Background: an optimization exercise with open tools, aiming at small area, a short achievable clock period and few clock cycles per item. Do not read the settings as production practice.
In this exercise RTL edits were held to simulation tests only and were not proved equivalent to the original.

--- design/flow/run.sh ---
#!/bin/bash
# synth_recipe.tcl (not shown) runs the flow's synth.tcl, then flattens the netlist and writes it again
# the make line also repeats each setting of config.mk as NAME=value (left out here)
make -C /OpenROAD-flow-scripts/flow DESIGN_CONFIG=/design/flow/config.mk WORK_HOME=/design/flow/orfs CLKGATE_MAP_FILE= SYNTH_SCRIPT=/design/flow/synth_recipe.tcl finish
--- design/flow/config.mk ---
export PLATFORM = sky130hd
export DESIGN_NAME = sw
export DESIGN_NICKNAME = sw
export VERILOG_FILES = /design/flow/design.v
export SDC_FILE = /design/flow/constraint.sdc
export NUM_CORES = 4
export LEC_CHECK = 0
export CAP_MARGIN = 20
export CORE_MARGIN = 2
export CORE_UTILIZATION = 40
export SLEW_MARGIN = 20
--- design/flow/constraint.sdc ---
create_clock -name core_clock -period 11.0 [get_ports {clk}]
set_input_delay 2.2000 -clock core_clock [delete_from_list [all_inputs] [get_ports {clk}]]
set_output_delay 2.2000 -clock core_clock [all_outputs]
set_load 0.01 [all_outputs]
--- design/flow/design.v ---
module max(in0, in1, out);
  input  signed [11:0] in0, in1;
  output reg signed [11:0] out;
  always@ (*) begin
    out = (in0 >= in1) ? in0 : in1;
  end
endmodule
module unsigned_max(in0, in1, out);
  input  [11:0] in0, in1;
  output reg [11:0] out;
  always@ (*) begin
    out = (in0 >= in1) ? in0 : in1;
  end
endmodule
module PE(
    clk, rst, 
    s_in, t_in, max_in, v_in, f_in, valid_in,
    t_out, max_out, v_out, f_out, valid_out
);
input         clk, rst, valid_in;
input  [ 1:0] s_in, t_in;
input  [11:0] max_in, v_in, f_in;
output        valid_out;
output [ 1:0] t_out;
output [11:0] max_out, v_out, f_out;
parameter IDLE = 1'b0;
parameter BUSY = 1'b1;
parameter INVALID = 1'b0;
parameter VALID = 1'b1;
parameter MATCH_SCORE = 12'd8;      
parameter MISMATCH_SCORE = 12'd5;   
parameter OPEN_SCORE = -12'd7;       
parameter EXTENSION_SCORE = -12'd3;  
parameter NINF = 12'b111000000000;
reg         next_valid_out;
reg         state, next_state;
reg  [ 1:0] t_out, s_value, next_s_value;
reg  [11:0] v_diag, next_v_diag;
reg  [11:0] v_out, next_v_out;
reg  signed [11:0] f_out, next_f_out;
reg  signed [11:0] e_out, next_e_out;
reg  [11:0] max_out, next_max_out;
wire [11:0] candidate_0;
wire signed [11:0] result_00, result_01, result_10, result_11;
wire [ 1:0] s_LUT_in;
wire [11:0] max_out_0, max_out_1, max_out_2, max_out_3, max_out_4, max_out_5;
wire valid_out;
assign valid_out = next_valid_out;
assign s_LUT_in = (valid_in == VALID && state == IDLE) ? s_in : s_value;
assign result_00 = e_out + EXTENSION_SCORE;
assign result_01 = v_out + OPEN_SCORE;
assign result_10 = f_in + EXTENSION_SCORE;
assign result_11 = v_in + OPEN_SCORE;
LUT lut(
    .s(s_LUT_in),
    .t(t_in),
    .v_diag(v_diag),
    .out(candidate_0)
);
max max00(
    .in0 (max_in),
    .in1 (v_in),
    .out (max_out_0)
);
max max01(
    .in0 (max_out_0),
    .in1 (max_out),
    .out (max_out_1)
);
max max02(
    .in0 (result_00),
    .in1 (result_01),
    .out (max_out_2)
);
max max03(
    .in0 (result_10),
    .in1 (result_11),
    .out (max_out_3)
);
max max_04(
    .in0 (next_e_out),
    .in1 (next_f_out),
    .out (max_out_4)
);
max max_05(
    .in0 (candidate_0),
    .in1 (max_out_4),
    .out (max_out_5)
);
always@ (*) begin
    next_state = valid_in;
    next_v_diag = valid_in ? v_in : 12'd0;
    next_v_out = valid_in ? max_out_5 : 12'd0;
    next_f_out = valid_in ? max_out_3 : 12'd0;
    next_e_out = valid_in ? max_out_2 : 12'd0;
    next_max_out = valid_in ? max_out_1 : 12'd0;
    next_s_value = s_value;
    if (valid_in & !state) begin
        next_s_value = s_in;
        next_e_out = NINF;  
    end
end
always@ ( posedge clk or posedge rst ) begin
    if (rst) begin
        next_valid_out <= INVALID;
        state <= IDLE;
        t_out <= 2'd0;
        s_value <= 2'd0;
        v_diag <= 12'd0;
        v_out  <= 12'd0;
        f_out <= 12'd0;
        e_out <= 12'd0;
        max_out <= 12'd0;
    end
    else begin
        next_valid_out <= valid_in;
        state <= next_state;
        t_out <= t_in;
        s_value <= next_s_value;
        v_diag <= next_v_diag;
        v_out <= next_v_out;
        f_out <= next_f_out;
        e_out <= next_e_out;
        max_out <= next_max_out;
    end
end
endmodule
module LUT (
    s, t, v_diag, out
);
input      [ 1:0] s, t;
input      [11:0] v_diag;
output reg [11:0] out;
parameter MATCH_SCORE = 12'd8;      
parameter MISMATCH_SCORE = 12'd5;   
always@ (*) begin
    if (s == t) begin
        out = v_diag + MATCH_SCORE;
    end
    else begin
        if (v_diag < MISMATCH_SCORE) out = 12'd0;
        else out = v_diag - MISMATCH_SCORE;
    end
end
endmodule
module PE_array(
  clk, rst,
  s_in, t_in, max_in, v_in, f_in, valid_in,
  t_out, max_out, v_out, f_out, valid_out
);
input         clk, rst, valid_in;
input  [ 1:0] s_in, t_in;
input  [11:0] max_in, v_in, f_in;
output        valid_out;
output [ 1:0] t_out;
output [11:0] max_out, v_out, f_out;
parameter PE_LENGTH = 128;
wire        valid_outs [PE_LENGTH:0];
wire [ 1:0] t_outs     [PE_LENGTH:0];
wire [11:0] max_outs   [PE_LENGTH:0];
wire [11:0] v_outs     [PE_LENGTH:0];
wire [11:0] f_outs     [PE_LENGTH:0];
assign valid_outs[0] = valid_in;
assign t_outs[0] = t_in;
assign max_outs[0] = max_in;
assign v_outs[0] = v_in;
assign f_outs[0] = f_in;
assign valid_out = valid_outs[PE_LENGTH];
assign t_out = t_outs[PE_LENGTH];
assign max_out = max_outs[PE_LENGTH];
assign v_out = v_outs[PE_LENGTH];
assign f_out = f_outs[PE_LENGTH];
genvar i;
generate
  for (i = 1; i <= PE_LENGTH; i = i + 1) begin:pe_array
    PE pe(
      .clk(clk),
      .rst(rst),
      .s_in(s_in),
      .t_in(t_outs[i-1]),
      .f_in(f_outs[i-1]),
      .max_in(max_outs[i-1]),
      .v_in(v_outs[i-1]),
      .valid_in(valid_outs[i-1]),
      .t_out(t_outs[i]),
      .max_out(max_outs[i]),
      .v_out(v_outs[i]),
      .f_out(f_outs[i]),
      .valid_out(valid_outs[i])
    );
  end
endgenerate
endmodule
module sw(
    clk,
    reset,
    valid,
    data_s,
    data_t,
    finish,
    max
);
input  clk;
input  reset;
input  valid;
input  [1:0] data_t, data_s;
output finish;
output [11:0] max;
parameter INPUT_LENGTH = 256;
parameter PE_LENGTH = 32;
parameter MATCH_SCORE = 8;
parameter MISMATCH_SCORE = -5;
parameter OPEN_SCORE = -7;
parameter EXTENSION_SCORE = -3;
parameter IDLE = 3'd0;
parameter PROC = 3'd1;
parameter WAIT = 3'd2;
parameter END  = 3'd3;
reg  [1:0]  s_in, next_s_in;
reg  [1:0]  t_in, next_t_in;
reg         valid_in, next_valid_in;
reg  [ 2:0] state, next_state;
reg  [11:0] max, next_max, final_max, next_final_max;
wire [11:0] max_final_out, max_col_out;
wire        valid_pe_out, valid_sr_out;
wire [ 1:0] s_pe_out, t_pe_out, s_sr_out, t_sr_out;
wire [11:0] max_pe_out, v_pe_out, f_pe_out, max_sr_out, v_sr_out, f_sr_out;
reg  [15:0] counter, next_counter;
assign finish = (state == END);
PE_array #(.PE_LENGTH(PE_LENGTH)) pe_array(
    .clk(clk),
    .rst(reset),
    .valid_in(valid_in),
    .s_in(s_in),
    .t_in(t_in),
    .f_in(OPEN_SCORE),
    .max_in(0),
    .v_in(0),
    .t_out(t_pe_out),
    .max_out(max_pe_out),
    .v_out(v_pe_out),
    .f_out(f_pe_out),
    .valid_out(valid_pe_out)
);
unsigned_max max_final(
    .in0(v_pe_out),
    .in1(max_pe_out),
    .out(max_col_out)
);
unsigned_max max_running(
    .in0(max_col_out),
    .in1(max),
    .out(max_final_out)
);
always @(*) begin
    next_s_in = data_s;
    next_t_in = data_t;
    next_valid_in = valid;
end
always @(*) begin
    if (state == PROC || (state == IDLE && valid)) begin
        next_counter = counter + 1;
    end
    else begin
        next_counter = counter;
    end
end
always@(*) begin
    next_final_max = max_final_out;
    next_max = max_final_out;
    case (state)
        IDLE: begin
            if (valid) begin  
                next_state = PROC;
            end
            else next_state = IDLE;
        end
        PROC: begin  
            if (counter == 2*PE_LENGTH) begin  
                next_state = END;
            end
            else next_state = PROC;
        end
        END: begin
            next_max = max;
            next_state = END;
        end
        default: begin
            next_state = IDLE;
        end
    endcase
end
always@( posedge clk or posedge reset) begin
  if (reset) begin
    state <= IDLE;
    counter <= 0;
    final_max <= 12'd0;
    max <= 12'd0;
    s_in <= 0;
    t_in <= 0;
    valid_in <= 0;
  end
  else begin
    state <= next_state;
    counter <= next_counter;
    final_max <= next_final_max;
    max <= next_max;
    s_in <= next_s_in;
    t_in <= next_t_in;
    valid_in <= next_valid_in;
  end
end
endmodule
==> run notes <==
worst max path at each step:
stage                                        end  slack (ns)
2_1_floorplan                         counter[0]      -19.87
3_5_place_dp   pe_array.pe_array[16].pe.v_out[6]        1.36
4_1_cts        pe_array.pe_array[16].pe.v_out[6]        1.31
5_1_grt        pe_array.pe_array[16].pe.v_out[2]        0.44
3_3_place_gp   pe_array.pe_array[16].pe.v_out[6]        1.31
6_report       pe_array.pe_array[16].pe.v_out[8]        1.29
cells by family after synthesis:
| kind of cell | share of synthesized area (%) |
|---|---|
| AOI/OAI and AO/OA | 18.50 |
| xor gates and xnor gates | 6.213 |
| adders and majority gates | 17.86 |
| buffers and inverters | 5.302 |
| DFF | 30.89 |
| muxes | 5.859 |
| other | 0.002242 |
| and+or+nand+nor | 15.38 |
state kept, by name, summed over array words and instances (netlist names), 12 cells and up:
register and flops:
pe_array.pe_array.pe.next_valid_out 30, pe_array.pe_array.pe.max_out 372, pe_array.pe_array.pe.t_out 62, pe_array.pe_array.pe.f_out 361
pe_array.pe_array.pe.v_diag 372, pe_array.pe_array.pe.e_out 384, pe_array.pe_array.pe.s_value 64, counter 16
pe_array.pe_array.pe.v_out 384, max 12
per-layer routing:
layer,global-route usage (%),share of wire (%),vias up
met2,36.22,47,2473
met4,6.138,3.0,2
met5,0,0.0041,-
met3,1.775,3.5,696
li1,-,-,67260
met1,28.57,46,64720
synthesized netlist by cell type, types with 117 or more instances:
master,number
nor2b_1,202
mux2i_1,745
mux2_2,202
and2_1,167
xor2_1,507
xnor2_1,676
and3_1,191
nand2_1,1004
nor3_1,400
nand2b_1,437
a21o_1,734
o31ai_1,117
o21ai_0,830
a22o_1,341
nand3_1,429
nor4_1,150
dfrtp_1,2065
ha_1,2372
clkbuf_1,491
or3_1,179
o211ai_1,236
nor2_1,1599
a21oi_1,1131
inv_1,1775
a211oi_1,277
area by class of cell:
cell class,instances,share of cell area [%]
repair buffers,334,1.481
multi-input cells,14390,58.04
clock buffers,341,3.983
clock inverters,127,1.021
diodes,3,0.004080
inverters,1785,3.643
flip-flops and latches,2065,28.09
well taps,5497,3.738
worst max-delay path: cells and delay by family (launching register included):
family                   cells  cell delay, ns
buffers and inverters        3            0.47
adder cells (fa/ha/maj)      5            1.53
AND/OR/NAND/NOR              8            1.55
XOR/XNOR                     1            0.41
multiplexers                 2            0.70
AO/OA/AOI/OAI               16            4.46
flip-flops                   1            0.47
stage by stage:
stage               worst slack, ns  hold WS [ns]
finish                        1.288        0.3903
global route                 0.4420        0.4026
CTS                           1.308        0.3931
detailed placement            1.361        0.3799
global placement              1.309        0.3797
floorplan                    -19.87        0.3519
==> impl_results.md <==
- FF-to-FF End: pe_array.pe_array[16].pe.v_out[8]
- Cells on worst reg2reg path: 35
- Worst slew margin relative to its limit: 18.69%
- Initial antenna violation count: 6
- Max Freq: 103.0 MHz
- Final Core Density: 44.17%
- Layout cells sized above 1: 5.703%
- Starting density of the core: 40.15%
- DR DRC count: 0
- CP dominant cell by count: ha_1
- RePlAce Congestion: 0.8767
- HP Start: pe_array.pe_array[30].pe.t_out[0]
- Final period util: 88.29%
- Core Rows: 237
- Via count: 135100
- Slowest CP cell: a2111oi_0
- Setup CP Type: register to register
- Post-synthesis async set-or-reset flop share: 100.0%
- # port buffers: 19
- Iter 0 DRT Violations: 8815
- Max capacitance violation total: 0
- CTS H-tree depth: 5
- Area after DPL: 0.1748 mm2
- Register area share after synthesis: 30.89%
- Synthesized netlist cell count: 18800
- Commonest non-fill, non-tap cell in the layout: ha_1
- Hold Crit Class: register to register
- Worst Setup SP: pe_array.pe_array[15].pe.v_out[0]
- Cts hold-fix bufs: 0
- CP endpoint kind: register
- Post-CTS setup buffer count: 0
- Die height: 650.7 um
- Endpoint, Worst Hold: pe_array.pe_array[31].pe.t_out[0]
- Non-filler cells, final: 24540
- Total Wirelength: 459000 um
- Dominant synthesized flop cell: dfrtp_1
- Mean Syn Cell Area: 8.897 um2
- Fin nets: 21220
- Req. time, crit path: 11.80 ns
- Clk_skew: 0.08647 ns
- Unrepaired setup endpoints after global routing: no
- Vias in the first global route: 132800
- Dpl hpwl: 355900 um
- Worst EP arrival: 10.51 ns
- CP Max Fanout: 20
- YS warnings: 9
- Total GRT Usage: 21.21%
- Multi-input logic area: 0.1068 mm2
- #FFs+latches synth: 2065
- Minimum clock period: 9.712 ns
- Reg2Reg Setup Slack: 1.29 ns
- Synthesized area: 0.1673 mm2
- Max Buffers Root-to-Sink: 4
- TritonRoute pass-1 iters: 6
- TNS Setup: 0 ns
- CTS tree: done
- Grt total ovfl: 0
- Status: finished clean
- Dominant cell type by area after synthesis: dfrtp_1
- Die W: 650.7 um
- Hold Crit Depth: 0
- Clock latency on the worst-skew pair: 0.94 ns
- Area Growth Syn to Fin: 9.994%
- Total core area: 0.4166 mm2
- Clock slew at reported path FFs: 0.06 ns
- First-pass GRT wire length: 737300 um
- R2r startpoint: pe_array.pe_array[15].pe.v_out[0]
- Commonest non-fill, non-tap cells in the layout: ha_1, dfrtp_1, inv_1, nor2_1, a21oi_1
- Wire per inst: 18.70 um
- Cells after DPL: 24070
- Worst Setup Start Kind: register
- Post-route antenna net violation count: 0
- Fill count: 40370
- Largest net degree at the start of global routing: 171
- Hold Vio Cnt, Final: 0
- Final instance area: 0.1840 mm2
- Final setup viols: 0
- Num Clock Sinks: 2065
- EDFF count, synth: 0
- Yosys top cell area share: 30.89%
- Die area: 0.4234 mm2
- Ports: 20
- Root buf cell: clkbuf_16
- Synth cell types: 106
- Number of vias per cell: 5.507
- Number of buffers created by CTS: 263
- Synth area leaders: dfrtp_1, ha_1, mux2i_1, inv_1, nor2_1
- Post_cts resized: 0
- Register area: 0.05168 mm2
- Worst slew pin tran: 1.204 ns
- Largest stage delay, worst path: 0.82 ns
- Fin. max-slew vios: 0
Testbench counts, summed over its fixed seeds: cycles 24,960, jobs 384.

-- separate check: timing with driven ports --
No port has a modelled driver above. Below, the same layout with a new extraction and two added sets of constraints. Step 1 assumes that a clkbuf_16 drives the clock port and a buf_2 every other input. Step 2, shift: input delay + t, output delay - t, t = (earliest + latest rising clock arrival at the registers) / 2. This alone moves slack from input paths to output paths. a / b / c = ideal ports / drivers / drivers and shift; a / b = the first two.
t, ns: 1.014
setup slack, ns: 1.288 / 1.288 / 1.288
pins driven straight from the clock port: 1
After both steps this run still meets setup and hold. The setup slack of this run moves by 0.000 ns with the drivers and by 0.000 ns with both steps.
